What follows belongs to an exercise in optimizing a design on an open flow for small area; a production flow would make more cautious choices.
No functional check of the RTL was part of this run.
Power is estimated from default activity; no workload was simulated.

$ cat flow/config.mk
export PLATFORM = sky130hd
export DESIGN_NAME = top
export DESIGN_NICKNAME = top
export VERILOG_FILES = /design/flow/design.v
export SDC_FILE = /design/flow/constraint.sdc
export NUM_CORES = 4
export LEC_CHECK = 0
export CAP_MARGIN = 20
export CORE_MARGIN = 2
export CORE_UTILIZATION = 40
export SLEW_MARGIN = 20
$ cat flow/constraint.sdc
create_clock -name core_clock -period 20.0 [get_ports {clk}]
set_input_delay 4.0000 -clock core_clock [delete_from_list [all_inputs] [get_ports {clk}]]
set_output_delay 4.0000 -clock core_clock [all_outputs]
set_load 0.01 [all_outputs]
$ cat flow/design.v
module rising_edge_detector (
    input clk,
    input rst,
    input signal_in,
    output reg pulse_out
);
    reg signal_prev;
    always @(posedge clk) begin
        if (rst) begin
            pulse_out <= 0;
            signal_prev <= 0;
        end else begin
        pulse_out <= (signal_in && !signal_prev);  
        signal_prev <= signal_in;  
        end
    end
endmodule
module debounce(
    input clock, 
    input reset,
    input enable,
    input [4:0] button, 
    output reg [4:0] out
);
reg [18:0] cnt0, cnt1, cnt2, cnt3, cnt4;
reg [4:0] IV;
parameter dbTime = 10;
always @ (posedge(clock))begin
    if(reset==1)begin
        cnt0<=0;
        cnt1<=0;
        cnt2<=0;
        cnt3<=0;
        cnt4<=0;
        out<=0;
    end
    else if(enable) begin
        if(button[0]==IV[0]) begin 
            if (cnt0==dbTime) begin
                out[0]<=IV[0];
                end
            else begin
                cnt0<=cnt0+1;
                end
        end
        else begin
            cnt0<=0;
            IV[0]<=button[0];
            end
        if(button[1]==IV[1]) begin 
            if (cnt1==dbTime) begin
                out[1]<=IV[1];
            end
            else begin
                cnt1<=cnt1+1;
            end
        end
        else begin
            cnt1<=0;
            IV[1]<=button[1];
        end
        if(button[2]==IV[2]) begin 
            if (cnt2==dbTime) begin
                out[2]<=IV[2];
            end
            else begin
                cnt2<=cnt2+1;
            end
        end
        else begin
            cnt2<=0;
            IV[2]<=button[2];
        end
        if(button[3]==IV[3]) begin 
            if (cnt3==dbTime) begin
                out[3]<=IV[3];
            end
            else begin
                cnt3<=cnt3+1;
            end
        end
        else begin
            cnt3<=0;
            IV[3]<=button[3];
        end
        if(button[4]==IV[4]) begin 
            if (cnt4==dbTime) begin
                out[4]<=IV[4];
                end
            else begin
                cnt4<=cnt4+1;
                end
        end
        else begin
            cnt4<=0;
            IV[4]<=button[4];
            end
        end else begin
            out <= button;
        end
end
endmodule
module coincidence_detector (
    input clk,
    input rst,
    input button_A,   
    input button_B,   
    output wire coincidence_detected
);
    reg coincidence;
    rising_edge_detector coincidence_edge (
        .clk(clk),
        .rst(rst),
        .signal_in(coincidence),
        .pulse_out(coincidence_detected)
    );
    always @(posedge clk) begin
        if (rst)
            coincidence <= 0;
        else
            coincidence <= button_A & button_B;  
    end
endmodule
module suspension_control #(
    parameter SUSPEND_CYCLES = 500_000_000  
)(
    input clk,                    
    input rst,                    
    input coincidence_detected,    
    output reg enable_A_out,       
    output reg enable_B_out        
);
    reg [31:0] suspend_counter;  
    reg suspend;
    always @(posedge clk) begin
        if (rst) begin
            suspend <= 0;
            suspend_counter <= 0;
            enable_A_out <= 1;
            enable_B_out <= 1;
        end else begin
        if (coincidence_detected && !suspend) begin
            suspend <= 1;   
            suspend_counter <= SUSPEND_CYCLES;  
        end
        if (suspend) begin
            enable_A_out <= 0;  
            enable_B_out <= 0;  
            if (suspend_counter > 0) begin
                suspend_counter <= suspend_counter - 1;
            end else begin
                suspend <= 0;
                enable_A_out <= 1;  
                enable_B_out <= 1;  
            end
        end else begin
            enable_A_out <= 1;
            enable_B_out <= 1;
        end
        end
    end
endmodule
module coincidence_system #(
    parameter SUSPEND_CYCLES = 660
)(
    input clk,            
    input rst,            
    input button_A,       
    input button_B,       
    output wire coincidence_detected,  
    output wire enable_A,  
    output wire enable_B   
);
    coincidence_detector coincidence_inst (
        .clk(clk),
        .rst(rst),
        .button_A(button_A),
        .button_B(button_B),
        .coincidence_detected(coincidence_detected)
    );
    suspension_control #(.SUSPEND_CYCLES(SUSPEND_CYCLES)
    ) suspension_inst (
        .clk(clk),
        .rst(rst),
        .coincidence_detected(coincidence_detected),
        .enable_A_out(enable_A),
        .enable_B_out(enable_B)
    );
endmodule
module button_counter (
    input clk,         
    input reset,       
    input button,      
    input enable,      
    output reg [15:0] digits  
);
    reg button_state, button_prev;   
    always @(posedge clk) begin
        if (reset) begin
            digits <= 16'h0000;   
            button_prev <= 0;
            button_state <= 0;
        end else if (enable) begin
            button_prev <= button_state;
            button_state <= button;
            if (button_prev == 0 && button_state == 1) begin
                if (digits[3:0] < 4'd9) begin
                    digits[3:0] <= digits[3:0] + 1;  
                end else begin
                    digits[3:0] <= 4'd0;  
                    if (digits[7:4] < 4'd9) begin
                        digits[7:4] <= digits[7:4] + 1;  
                    end else begin
                        digits[7:4] <= 4'd0;  
                        if (digits[11:8] < 4'd9) begin
                            digits[11:8] <= digits[11:8] + 1;  
                        end else begin
                            digits[11:8] <= 4'd0;  
                            if (digits[15:12] < 4'd9) begin
                                digits[15:12] <= digits[15:12] + 1;  
                            end else begin
                                digits[15:12] <= 4'd0;  
                            end
                        end
                    end
                end
            end
        end
    end
endmodule
module binary_to_bcd (
    input [15:0] binary,   
    output reg [15:0] bcd  
);
    integer i;
    reg [31:0] shift_reg;  
    always @(*) begin
        shift_reg = {16'd0, binary};  
        for (i = 0; i < 16; i = i + 1) begin
            if (shift_reg[19:16] >= 5) shift_reg[19:16] = shift_reg[19:16] + 3;
            if (shift_reg[23:20] >= 5) shift_reg[23:20] = shift_reg[23:20] + 3;
            if (shift_reg[27:24] >= 5) shift_reg[27:24] = shift_reg[27:24] + 3;
            if (shift_reg[31:28] >= 5) shift_reg[31:28] = shift_reg[31:28] + 3;
            shift_reg = shift_reg << 1;
        end
        bcd = shift_reg[31:16];  
    end
endmodule
module tdc_measurement #(
    parameter TIMEOUT_CYCLES = 230   
)(
    input clk,            
    input rst,            
    input coincidence,    
    input button_C,       
    output wire [15:0] time_measurement  
);
    reg [15:0] bin_time_measurement;
    reg [31:0] counter;       
    reg measuring;            
    wire button_C_pulse;       
    rising_edge_detector button_C_edge (
        .clk(clk),
        .rst(rst),
        .signal_in(button_C),
        .pulse_out(button_C_pulse)
    );
    binary_to_bcd bcd_conversion (
        .binary(bin_time_measurement),
        .bcd(time_measurement)
    );
    always @(posedge clk) begin
        if (rst) begin
            bin_time_measurement <= 16'h0000;
            counter <= 0;
            measuring <= 0;
        end else begin
        if (coincidence) begin
            measuring <= 1;   
            counter <= 0;
        end 
        if (measuring) begin
            if (button_C_pulse) begin
                bin_time_measurement <= counter[15:0];   
                measuring <= 0;   
            end 
            else if (counter >= TIMEOUT_CYCLES) begin
                bin_time_measurement <= TIMEOUT_CYCLES[15:0];   
                measuring <= 0;   
            end 
            else begin
                counter <= counter + 1;   
            end
        end
        end
    end
endmodule
module top_core (
    input clk,             
    input rst,             
    input [2:0] buttons,   
    output [15:0] digits_A,  
    output [15:0] digits_B,  
    output [15:0] digits_C,  
    output [15:0] digits_D   
);
    wire [4:0] debounced_buttons;   
    wire coincidence_detected;      
    wire enable_A, enable_B;        
    debounce debounce_inst (
        .clock(clk),
        .reset(1'b0),
        .enable(1'b0),
        .button({2'b00, buttons}),
        .out(debounced_buttons)
    );
    coincidence_system coincidence_inst (
        .clk(clk),
        .rst(rst),
        .button_A(debounced_buttons[0]),
        .button_B(debounced_buttons[1]),
        .coincidence_detected(coincidence_detected),
        .enable_A(enable_A),
        .enable_B(enable_B)
    );
    button_counter counter_A (
        .clk(clk),
        .reset(rst),
        .button(debounced_buttons[0]),
        .enable(enable_A),
        .digits(digits_A)
    );
    button_counter counter_B (
        .clk(clk),
        .reset(rst),
        .button(debounced_buttons[1]),
        .enable(enable_B),
        .digits(digits_B)
    );
    button_counter counter_C (
        .clk(clk),
        .reset(rst),
        .button(coincidence_detected),  
        .enable(1'b1),                  
        .digits(digits_C)
    );
    tdc_measurement #(.TIMEOUT_CYCLES(660)) tdc (
        .clk(clk),
        .rst(rst),
        .coincidence(coincidence_detected),
        .button_C(debounced_buttons[2]),
        .time_measurement(digits_D)
    );
endmodule
module slow_clock (
    input clk,
    input rst,
    output reg clk_1kHz,
    output wire tick_1kHz   
);
    reg [16:0] counter;
    assign tick_1kHz = (counter == 100) && !clk_1kHz;
    always @(posedge clk) begin
        if (rst) begin
            counter <= 0;
            clk_1kHz <= 0;
        end else if (counter == 100) begin  
            counter <= 0;
            clk_1kHz <= ~clk_1kHz;
        end else begin
            counter <= counter + 1;
        end
    end
endmodule
module display_mux (
    input clk,             
    input rst,             
    input tick_1kHz,       
    output reg [7:0] anodes,    
    output reg [2:0] current_digit  
);
    always @(posedge clk) begin
        if (rst)
            current_digit <= 0;
        else if (tick_1kHz)
            current_digit <= current_digit + 1;
    end
    always @(*) begin
        anodes = ~(8'b00000001 << current_digit);  
    end
endmodule
module digit_extractor (
    input [15:0] digits_A,   
    input [15:0] digits_B,   
    input [2:0] digit_index,  
    output reg [3:0] extracted_digit  
);
    always @(*) begin
        if (digit_index < 4) begin
            case (digit_index)
                3'd0: extracted_digit = digits_A[3:0];  
                3'd1: extracted_digit = digits_A[7:4];
                3'd2: extracted_digit = digits_A[11:8];
                3'd3: extracted_digit = digits_A[15:12];
                default: extracted_digit = digits_A[3:0];
            endcase
        end else begin
            case (digit_index - 4)   
                3'd0: extracted_digit = digits_B[3:0];  
                3'd1: extracted_digit = digits_B[7:4];
                3'd2: extracted_digit = digits_B[11:8];
                3'd3: extracted_digit = digits_B[15:12];
                default: extracted_digit = digits_B[3:0];
            endcase
        end
    end
endmodule
module seven_segment_decoder (
	input [3:0] digit,
	output reg [6:0] segments
);
	always @(*) begin
		case (digit)
			4'd0: segments = 7'b0000001;
			4'd1: segments = 7'b1001111;
			4'd2: segments = 7'b0010010;
			4'd3: segments = 7'b0000110;
			4'd4: segments = 7'b1001100;
			4'd5: segments = 7'b0100100;
			4'd6: segments = 7'b0100000;
			4'd7: segments = 7'b0001111;
			4'd8: segments = 7'b0000000;
			4'd9: segments = 7'b0000100;
			default: segments = 7'b1111111;  
		endcase
	end
endmodule
module dual_display_controller (
    input clk,
    input rst,
    input [15:0] digits_A,   
    input [15:0] digits_B,   
    output [6:0] segments,   
    output [7:0] anodes     
);
    wire [3:0] extracted_digit;
    wire [2:0] current_digit;  
    wire clk_1kHz;
    wire tick_1kHz;
    slow_clock slow_clk_inst (
        .clk(clk),
        .rst(rst),
        .clk_1kHz(clk_1kHz),
        .tick_1kHz(tick_1kHz)
    );
    display_mux disp_mux_inst (
        .clk(clk),
        .rst(rst),
        .tick_1kHz(tick_1kHz),
        .anodes(anodes),
        .current_digit(current_digit)
    );
    digit_extractor digit_extract_inst (
        .digits_A(digits_A),
        .digits_B(digits_B),
        .digit_index(current_digit),
        .extracted_digit(extracted_digit)
    );
    seven_segment_decoder decoder_inst (
        .digit(extracted_digit),
        .segments(segments)
    );
endmodule
module mode_select (
    input sw_left,    
    input sw_right,   
    output reg [1:0] mode   
);
    always @(*) begin
        case ({sw_left, sw_right})
            2'b00: mode = 2'b00;   
            2'b01: mode = 2'b01;   
            2'b10: mode = 2'b10;   
            2'b11: mode = 2'b11;   
            default: mode = 2'b00;  
        endcase
    end
endmodule
module mode_mux (
    input [1:0] mode,    
    input [6:0] segments_mode_0, segments_mode_1, segments_mode_2,
    input [7:0] anodes_mode_0, anodes_mode_1, anodes_mode_2,
    output reg [6:0] segments,
    output reg [7:0] anodes
);
    always @(*) begin
        case (mode)
            2'b00: begin
                segments = segments_mode_0;
                anodes = anodes_mode_0;
            end
            2'b01: begin
                segments = segments_mode_1;
                anodes = anodes_mode_1;
            end
            2'b10: begin
                segments = segments_mode_2;
                anodes = anodes_mode_2;
            end
            2'b11: begin
                segments = 7'b1111111;   
                anodes = 8'b11111111;    
            end
            default: begin
                segments = segments_mode_0;
                anodes = anodes_mode_0;
            end
        endcase
    end
endmodule
module display_mode_selector (
    input clk,
    input rst,
    input sw_left,    
    input sw_right,    
    input [15:0] digits_A,   
    input [15:0] digits_B,   
    input [15:0] digits_C,   
    input [15:0] digits_D,   
    output [6:0] segments,   
    output [7:0] anodes      
);
    wire [1:0] mode;   
    wire [6:0] segments_mode_0, segments_mode_1, segments_mode_2;
    wire [7:0] anodes_mode_0, anodes_mode_1, anodes_mode_2;
    mode_select mode_ctrl (
        .sw_left(sw_left),
        .sw_right(sw_right),
        .mode(mode)
    );
    mode_mux mode_select_mux (
        .mode(mode),
        .segments_mode_0(segments_mode_0),
        .segments_mode_1(segments_mode_1),
        .segments_mode_2(segments_mode_2),
        .anodes_mode_0(anodes_mode_0),
        .anodes_mode_1(anodes_mode_1),
        .anodes_mode_2(anodes_mode_2),
        .segments(segments),
        .anodes(anodes)
    );
    dual_display_controller counter_display (
        .clk(clk),
        .rst(rst),
        .digits_A(digits_A),
        .digits_B(digits_B),
        .segments(segments_mode_0),
        .anodes(anodes_mode_0)
    );
    dual_display_controller coincidences_display (
        .clk(clk),
        .rst(rst),
        .digits_A(digits_C),    
        .digits_B(16'hFFFF),    
        .segments(segments_mode_1),
        .anodes(anodes_mode_1)
    );
    dual_display_controller tdc_display (
        .clk(clk),
        .rst(rst),
        .digits_A(digits_D),    
        .digits_B(16'hFFFF),    
        .segments(segments_mode_2),
        .anodes(anodes_mode_2)
    );
endmodule
module top_display (
    input clk,              
    input rst,              
    input sw_left,          
    input sw_right,         
    input [15:0] digits_A,  
    input [15:0] digits_B,  
    input [15:0] digits_C,  
    input [15:0] digits_D,  
    output [6:0] segments,  
    output [7:0] anodes     
);
    display_mode_selector display_selector (
        .clk(clk),
        .rst(rst),
        .sw_left(sw_left),
        .sw_right(sw_right),
        .digits_A(digits_A),
        .digits_B(digits_B),
        .digits_C(digits_C),
        .digits_D(digits_D),
        .segments(segments),
        .anodes(anodes)
    );
endmodule
module top (
    input clk,              
    input rst,              
    input [2:0] buttons,    
    input sw_left,          
    input sw_right,         
    output [6:0] segments,  
    output [7:0] anodes     
);
    wire [15:0] digits_A, digits_B, digits_C;  
    wire [15:0] digits_D;  
    top_core core_inst (
        .clk(clk),
        .rst(rst),
        .buttons(buttons),
        .digits_A(digits_A),
        .digits_B(digits_B),
        .digits_C(digits_C),
        .digits_D(digits_D)
    );
    top_display display_inst (
        .clk(clk),
        .rst(rst),
        .sw_left(sw_left),
        .sw_right(sw_right),
        .digits_A(digits_A),
        .digits_B(digits_B),
        .digits_C(digits_C),
        .digits_D(digits_D),
        .segments(segments),
        .anodes(anodes)
    );
endmodule
$ cat flow/run.sh
#!/bin/bash
# synth_recipe.tcl (not shown) runs the flow's synth.tcl, then flattens the netlist and writes it again
# the make line also repeats each setting of config.mk as NAME=value (left out here)
make -C /OpenROAD-flow-scripts/flow DESIGN_CONFIG=/design/flow/config.mk WORK_HOME=/design/flow/orfs CLKGATE_MAP_FILE= SYNTH_SCRIPT=/design/flow/synth_recipe.tcl finish
==> impl_metrics.ini <==
[status]
status = timing/DRC/antenna clean

[synthesis]
synthAdderAreaFrac_pct = 8.33
ys_warn_count = 13
synth_flop_cell = dfxtp_1
synth_edf_count = 0
synth_top_family_by_area = compound AO/OA/AOI/OAI gates
synth_cell_types = 118
ys_seq_area_share_pct = 26.7
synth_compound_area_share_pct = 26.0
synth_seq_cells = 208
netlist_area_um2 = 15600
synthSimpleGateAreaFrac_pct = 24.7
synthMuxAreaShare_pct = 3.40
ys_async_sr_fraction_pct = 0
syn_area_per_cell_um2 = 7.65
netlist_instances = 2039
synthXorXnorAreaFrac_pct = 4.94
synth_fp_nets = 2149

[power]
p_leak_nw = 6.55
power.density_nw_per_um2 = 54.8
ir_worst_vdd_mv = 0.0517

[worst_setup_path]
crit_fanout = 12
crit_path_frequent_cell = ha_1
r2r_cells = 12
arrival_ps = 14820
reg2reg_slack_ps = 15630
slowest_delay_ps = 500
startpoint_type = register
required_ps = 16000
end_kind = primary output
worstSetupPathType = reg -> out
cpMaxStageDelayCell = clkdlybuf4s50_1

[detailed_routing]
routed_wl_um = 35100
wl_per_cell_um = 13.9
detail-route-antenna-nets = 0
drcViolationCount = 0
vias = 14300
drt_iter0_drc = 902
vias_per_cell = 5.64
drt-pass1-iter-count = 5

[floorplanning]
die_y_um = 201
die_w_um = 201
start_util_pct = 40.4
dieArea_um2 = 40600
rows = 72
core_um2 = 38600
ios = 22

[global_routing]
antenna_found_initial = 0
grt_max_degree = 91
grt_pass1_vias = 13392
grt_pass1_wl_um = 61700
grt_usage_pct = 17.0
overflow = 0

[cts]
numCtsBuffers = 23
cts_sinks = 208
htreeDepth = 1
clk_pin_slew_ps = 60
clk_latency_ps = 510
cts_buffer_depth = 3
cts-root-buf = clkbuf_16
tritoncts = yes

[timing]
worst_slack_ps = 1180
tightestPinTransition_ps = 978
post-route-period-util_pct = 94.1
clock_skew_ps = 18.6
hold_violations = 0
max_clock_freq_ghz = 0.0531
drv_slew = 0
setup_viol = 0
max_slew_margin_pct = 34.5
period_needed_ps = 18820

[place]
dpl.cell_count = 2494
port_buffers = 21
post-place-ws_ps = 1010
gp_congestion = 0.873
dpl.hpwl_um = 25600

[finish]
final_common_cell = nor2_1
final_cell_mix = nor2_1 (259), dfxtp_1 (207), a21oi_1 (143)
finalNonFillerCells = 2536
syn_to_final_growth_pct = 8.60
num_antenna_cells = 0
fin_nets = 2114
drive_gt1_share_pct = 6.99

[min_path]
hold_path.class = reg -> reg
holdPathStages = 1

[run]
cap_viol_max_count = 0
[critical path, delay by kind of cell, from the launching register on]
family | cells | cell delay, ps
AOI/OAI and AO/OA | 22 | 4670
muxes | 2 | 590
buffers and inverters | 11 | 1410
adders and majority gates | 13 | 3090
DFF | 1 | 480
and+or+nand+nor | 16 | 3730
xor gates and xnor gates | 1 | 310
[logic make-up (layout without fill, tap and decap cells)]
family / Yosys count / in the layout
AND/OR/NAND/NOR: 785 / 785
AO/OA/AOI/OAI: 571 / 571
buffers and inverters: 239 / 218
flip-flops: 208 / 208
adder cells (fa/ha/maj): 104 / 104
XOR/XNOR: 83 / 83
multiplexers: 49 / 49
[power breakdown]
part	internal [mW]	total, mW	switching [mW]	leakage, nW
logic	0.0325	0.0822	0.0497	4.50
clock network	0.253	0.417	0.165	0.365
registers	0.421	0.428	0.00689	1.68
total	0.707	0.928	0.221	6.55
[worst max path at each step]
stage | start | end | slack [ps] | cells after the start
floorplan | core_inst.tdc.bin_time_measurement[13] | segments[5] | 3420 | 70
global placement | core_inst.tdc.bin_time_measurement[13] | segments[5] | 1660 | 66
detailed placement | core_inst.tdc.bin_time_measurement[13] | segments[5] | 1010 | 66
CTS | core_inst.tdc.bin_time_measurement[13] | segments[5] | 390 | 66
global route | core_inst.tdc.bin_time_measurement[13] | segments[5] | -10 | 65
finish | core_inst.tdc.bin_time_measurement[13] | segments[5] | 1180 | 65
[per-stage QoR]
stage          power (mW)  setup TNS [ps]  cell area (um2)  utilization (%)  hold WS [ps]
3_5_place_dp        0.519               0            16100             41.8           380
3_3_place_gp        0.518               0            16100             41.8           374
6_report            0.928               0            16900             43.9           380
2_1_floorplan       0.500               0            15600                -           367
4_1_cts             0.941               0            16900             43.8           375
5_1_grt             0.972           -12.5            16900             43.9           400
[repair_timing]
action | 4_1_cts | 5_1_grt
resized for setup | 0 | 9
hold buffers | 0 | 0
setup endpoints to repair | 0 | 7
buffers inserted | 0 | 3
[synthesized netlist by cell type, drive strengths merged, types with 6 or more instances]
master / n / area, um2
a2bb2oi: 7 / 61.3
inv: 148 / 556
a311oi: 7 / 85.1
o311ai: 12 / 123
a31oi: 27 / 169
nand3b: 8 / 60.1
nand4: 25 / 156
a221oi: 10 / 111
o22ai: 8 / 50.1
a21oi: 148 / 767
and3: 35 / 220
a41oi: 13 / 121
nand2b: 22 / 138
or2: 20 / 128
o21ai: 106 / 542
a21o: 13 / 105
a211oi: 32 / 265
clkbuf: 70 / 263
dfxtp: 208 / 4160
o21bai: 8 / 60.1
nand2: 129 / 484
mux2i: 34 / 353
nor2: 264 / 1010
and2: 30 / 190
nor3: 78 / 400
buf: 20 / 96.4
nand3: 77 / 385
nor4: 33 / 213
or3: 19 / 119
a22oi: 14 / 105
or4: 9 / 67.6
o211ai: 34 / 270
o21a: 20 / 151
ha: 103 / 1290
nor4b: 6 / 52.6
nor2b: 16 / 100
a22o: 18 / 158
a31o: 6 / 52.6
xor2: 38 / 340
mux2: 15 / 176
xnor2: 44 / 408
o31ai: 8 / 65.1
a2111oi: 9 / 92.6
a211o: 11 / 96.3
[metal layers]
layer	global-route usage, %	wire (um)
met1	22.9	17000
met5	0	0
met3	1.54	1050
met4	3.26	385
met2	29.6	16700
[layout make-up]
class	count	area, um2
Timing Repair Buffer	30	275
Clock inverter	12	144
Sequential cell	208	4170
Clock buffer	27	601
Fill cell	3948	21600
Tap cell	518	648
Inverter	149	559
Multi-Input combinational cell	1592	10500

what the ideal ports hide:
Ports are ideal in the flow. The routed layout listed here was re-timed in OpenROAD. Step 1, drivers: a clkbuf_16 drives clk and a buf_2 each remaining input, both assumed. Step 2 moves the port delays by t, midway between the first and last clock arrival at a register: inputs arrive t later, outputs are due t later. That takes back most of the time a late clock gives input paths. Three values: ideal, step 1, step 2; two values: the first two.
shift t [ns]: 0.544
setup WS [ns]: 1.180 / 1.133 / 1.677
worst setup path at the end: register to output
worst slew at a driven data input, ns: 0.03
After both steps this run still meets setup and hold. For this run, drivers alone change the setup slack by -0.047 ns; drivers and shift together by +0.497 ns.
